From an optimization exercise on the open Yosys and OpenROAD flow, aimed at small area; shortcuts taken in it are not production practice.
The RTL was checked by simulation tests, not by an equivalence proof against the original design.
Power figures rest on the tool's default switching activity, not on a simulated workload.

==> module cpu_reg, before the edit <==
module cpu_reg(
	input clk,
	input reset,
	input we,
	input [4:0] waddr,
	input [31:0] wdata,
	input [4:0] raddr,
	output [31:0] rdata
);
	localparam [31:0] WSLOT = (32'b1 << 0) | (32'b1 << 6) | (32'b1 << 12) |
	                          (32'b1 << 18) | (32'b1 << 24) | (32'b1 << 29);
	reg [31:0] slot [0:31];
	reg [4:0] rot;
	reg [31:0] valid;
	reg pvalid;
	reg [4:0] prd;
	reg [31:0] pdata;
	wire [4:0] pslot = prd + rot + 5'd1;
	genvar g;
	generate for (g = 0; g < 32; g = g + 1) begin : ring
		if (WSLOT[g]) begin : wr
			always @(posedge clk)
				slot[g] <= (pvalid && pslot == g) ? pdata : slot[(g + 31) % 32];
		end else begin : sh
			always @(posedge clk)
				slot[g] <= slot[(g + 31) % 32];
		end
	end endgenerate
	always @(posedge clk) begin
		if (reset) begin
			rot <= 5'd0;
			valid <= 32'b0;
			pvalid <= 1'b0;
		end else begin
			rot <= rot + 5'd1;
			if (we) valid <= valid | (32'b1 << waddr);
			if (we) pvalid <= 1'b1;
			else if (pvalid && WSLOT[pslot]) pvalid <= 1'b0;
		end
		if (we) begin
			prd <= waddr;
			pdata <= wdata;
		end
	end
	wire [4:0] rs = raddr + rot;
	wire fwd = pvalid && prd == raddr;
	wire from_ring = valid[raddr] & ~fwd;
	wire [31:0] rsel = {32{from_ring}} & (32'b1 << rs);
	genvar q, z;
	generate for (q = 0; q < 32; q = q + 1) begin : rd
		wire [31:0] col;
		for (z = 0; z < 32; z = z + 1) begin : c
			assign col[z] = slot[z][q];
		end
		cpu_rmux m (.d(col), .sel(rsel), .p(pdata[q]), .fwd(fwd), .y(rdata[q]));
	end endgenerate
endmodule
==> module cpu_rmux, before the edit <==
module cpu_rmux (
	input [31:0] d,
	input [31:0] sel,
	input p,
	input fwd,
	output y
);
	wire [10:0] t;
	genvar k;
	generate for (k = 0; k < 10; k = k + 1) begin : grp
		cpu_aoi222 a (.d(d[3*k+2:3*k]), .s(sel[3*k+2:3*k]), .yn(t[k]));
	end endgenerate
	cpu_aoi222 a10 (.d({p, d[31:30]}), .s({fwd, sel[31:30]}), .yn(t[10]));
	assign y = ~&t;
endmodule
export LEC_CHECK = 0
export CAP_MARGIN = 20
export CORE_MARGIN = 2
export CORE_UTILIZATION = 60
export PLACE_DENSITY = 0.7
export SLEW_MARGIN = 20
export SYNTH_HIERARCHICAL = 1
export SYNTH_MINIMUM_KEEP_SIZE = 0
export BUFFER_PORTS_ARGS = -buffer_cell sky130_fd_sc_hd__buf_1
export CTS_ARGS = -sink_clustering_enable -repair_clock_nets -dont_use_dummy_load -buf_list sky130_fd_sc_hd__clkbuf_8 -sink_clustering_size 13 -sink_clustering_max_diameter 80 -sink_buffer_max_cap_derate 0.3
create_clock -name core_clock -period 14.0 [get_ports {clk_from_external}]
standard.sh (not shown) runs the stock make flow with config.mk's settings and CLKGATE_MAP_FILE= SYNTH_SCRIPT=/design/flow/synth_recipe.tcl, a recipe that flattens the netlist after the stock synthesis.
==> flow/flow/run.sh <==
#!/bin/bash
# Layout flow: the standard flow (standard.sh), with two settings added to
# its config.mk: ports buffered with the smallest buffer cell, and clock tree
# synthesis without dummy loads. Each tool's output goes to its own log.
set -e
cp standard.sh standard_sh.txt
cat >> config.mk <<'EOC'
export BUFFER_PORTS_ARGS = -buffer_cell sky130_fd_sc_hd__buf_1
export CTS_ARGS = -sink_clustering_enable -repair_clock_nets -dont_use_dummy_load -buf_list sky130_fd_sc_hd__clkbuf_8 -sink_clustering_size 13 -sink_clustering_max_diameter 80 -sink_buffer_max_cap_derate 0.3
EOC
cp config.mk config_mk.txt
bash standard.sh > standard.log 2>&1
Then changed:
--- a/flow/design.v
+++ b/flow/design.v
@@ -220,35 +220,33 @@
 			prd <= waddr;
 			pdata <= wdata;
 		end
 	end
 	wire [4:0] rs = raddr + rot;
-	wire fwd = pvalid && prd == raddr;
-	wire from_ring = valid[raddr] & ~fwd;
-	wire [31:0] rsel = {32{from_ring}} & (32'b1 << rs);
+	wire [31:0] rsel = 32'b1 << rs;
+	wire [31:0] rslot;
 	genvar q, z;
 	generate for (q = 0; q < 32; q = q + 1) begin : rd
 		wire [31:0] col;
 		for (z = 0; z < 32; z = z + 1) begin : c
 			assign col[z] = slot[z][q];
 		end
-		cpu_rmux m (.d(col), .sel(rsel), .p(pdata[q]), .fwd(fwd), .y(rdata[q]));
+		cpu_rmux m (.d(col), .sel(rsel), .y(rslot[q]));
 	end endgenerate
+	assign rdata = (pvalid && prd == raddr) ? pdata : (valid[raddr] ? rslot : 32'b0);
 endmodule
 module cpu_rmux (
 	input [31:0] d,
 	input [31:0] sel,
-	input p,
-	input fwd,
 	output y
 );
 	wire [10:0] t;
 	genvar k;
 	generate for (k = 0; k < 10; k = k + 1) begin : grp
 		cpu_aoi222 a (.d(d[3*k+2:3*k]), .s(sel[3*k+2:3*k]), .yn(t[k]));
 	end endgenerate
-	cpu_aoi222 a10 (.d({p, d[31:30]}), .s({fwd, sel[31:30]}), .yn(t[10]));
+	assign t[10] = ~((d[30] & sel[30]) | (d[31] & sel[31]));
 	assign y = ~&t;
 endmodule
 module cpu_aoi222 (
 	input [2:0] d,
 	input [2:0] s,
Outcome: Fmax decreases by 1.8%; total power climbs by 2.1%; clock skew goes up by 55 ps; setup slack loses 240 ps; flip-flop and latch count is unchanged; critical path depth came out higher by 2; cell count climbs by 3.9%; routed wire length came out higher by 1.3%; combinational power climbs by 38%; clock power hardly moves.

cpu again, from the RTL that the note above started with.
Settings: LEC_CHECK=0, CAP_MARGIN=20, CORE_MARGIN=2, CORE_UTILIZATION=70, PLACE_DENSITY=0.85, SLEW_MARGIN=20, SYNTH_HIERARCHICAL=1, SYNTH_MINIMUM_KEEP_SIZE=0, BUFFER_PORTS_ARGS=-buffer_cell sky130_fd_sc_hd__buf_1, CTS_ARGS=-sink_clustering_enable -repair_clock_nets -dont_use_dummy_load -buf_list sky130_fd_sc_hd__clkbuf_8 -sink_clustering_size 13 -sink_clustering_max_diameter 80 -sink_buffer_max_cap_derate 0.3; clock period 14.0 ns.
Scripts as last shown in full above: flow/flow/run.sh
Edit:
--- a/flow/design.v
+++ b/flow/design.v
@@ -223,7 +223,6 @@
 	end
 	wire [4:0] rs = raddr + rot;
-	wire fwd = pvalid && prd == raddr;
-	wire from_ring = valid[raddr] & ~fwd;
-	wire [31:0] rsel = {32{from_ring}} & (32'b1 << rs);
+	wire [31:0] rsel = 32'b1 << rs;
+	wire [31:0] rslot;
 	genvar q, z;
 	generate for (q = 0; q < 32; q = q + 1) begin : rd
@@ -232,12 +231,11 @@
 			assign col[z] = slot[z][q];
 		end
-		cpu_rmux m (.d(col), .sel(rsel), .p(pdata[q]), .fwd(fwd), .y(rdata[q]));
+		cpu_rmux m (.d(col), .sel(rsel), .y(rslot[q]));
 	end endgenerate
+	assign rdata = (pvalid && prd == raddr) ? pdata : (valid[raddr] ? rslot : 32'b0);
 endmodule
 module cpu_rmux (
 	input [31:0] d,
 	input [31:0] sel,
-	input p,
-	input fwd,
 	output y
 );
@@ -247,5 +245,5 @@
 		cpu_aoi222 a (.d(d[3*k+2:3*k]), .s(sel[3*k+2:3*k]), .yn(t[k]));
 	end endgenerate
-	cpu_aoi222 a10 (.d({p, d[31:30]}), .s({fwd, sel[31:30]}), .yn(t[10]));
+	assign t[10] = ~((d[30] & sel[30]) | (d[31] & sel[31]));
 	assign y = ~&t;
 endmodule
What happened:
- worst setup slack gets worse by 0.61 ns
- total power climbs by about 2%
- clock skew climbs by 0.058 ns
- non-clock buffer count climbs by 33
- synthesized cell count climbs by about 3%
- sequential share of layout area drops by 0.85 points
- die area climbs by about 1%
- register-to-register slack gets worse by 0.90 ns
- first-iteration DRC count drops by about 7%
- utilization climbs by 0.82 points
- clock power is about the same
- routed wire length climbs by 5.2%
- final area climbs by about 1.6%

-- afterwards: timing with drivers on the ports --
In the flow no input, the clock included, has a driving cell. The finished layouts below were timed again as built, in two steps. Step 1 assumes that a clkbuf_16 drives the clock port and a buf_2 every other input. Step 2 times the ports against the registers' clock, not the clock port: input delays grow and output delays shrink by t, the midpoint of the rising clock arrivals with the driver on. a / b / c = ideal ports / drivers / drivers and shift; a / b = the first two.
run | t (ns) | setup WS [ns] | worst setup path after step 2
the first run of note 1 | 0.798 | 1.099 / 1.139 / 0.340 | input to register
the second run of note 1 | 0.787 | 0.857 / 0.898 / 0.111 | input to register
the first run of note 2 | 0.792 | 1.032 / 1.053 / 0.260 | input to register
the second run of note 2 | 0.823 | 0.424 / 0.473 / -0.350 | input to register
Met with ideal ports but missed after step 2: setup timing in the second run of note 2. The setup slack of the second run of note 2, which loses most, moves by +0.049 ns with the drivers and by -0.774 ns with both steps.
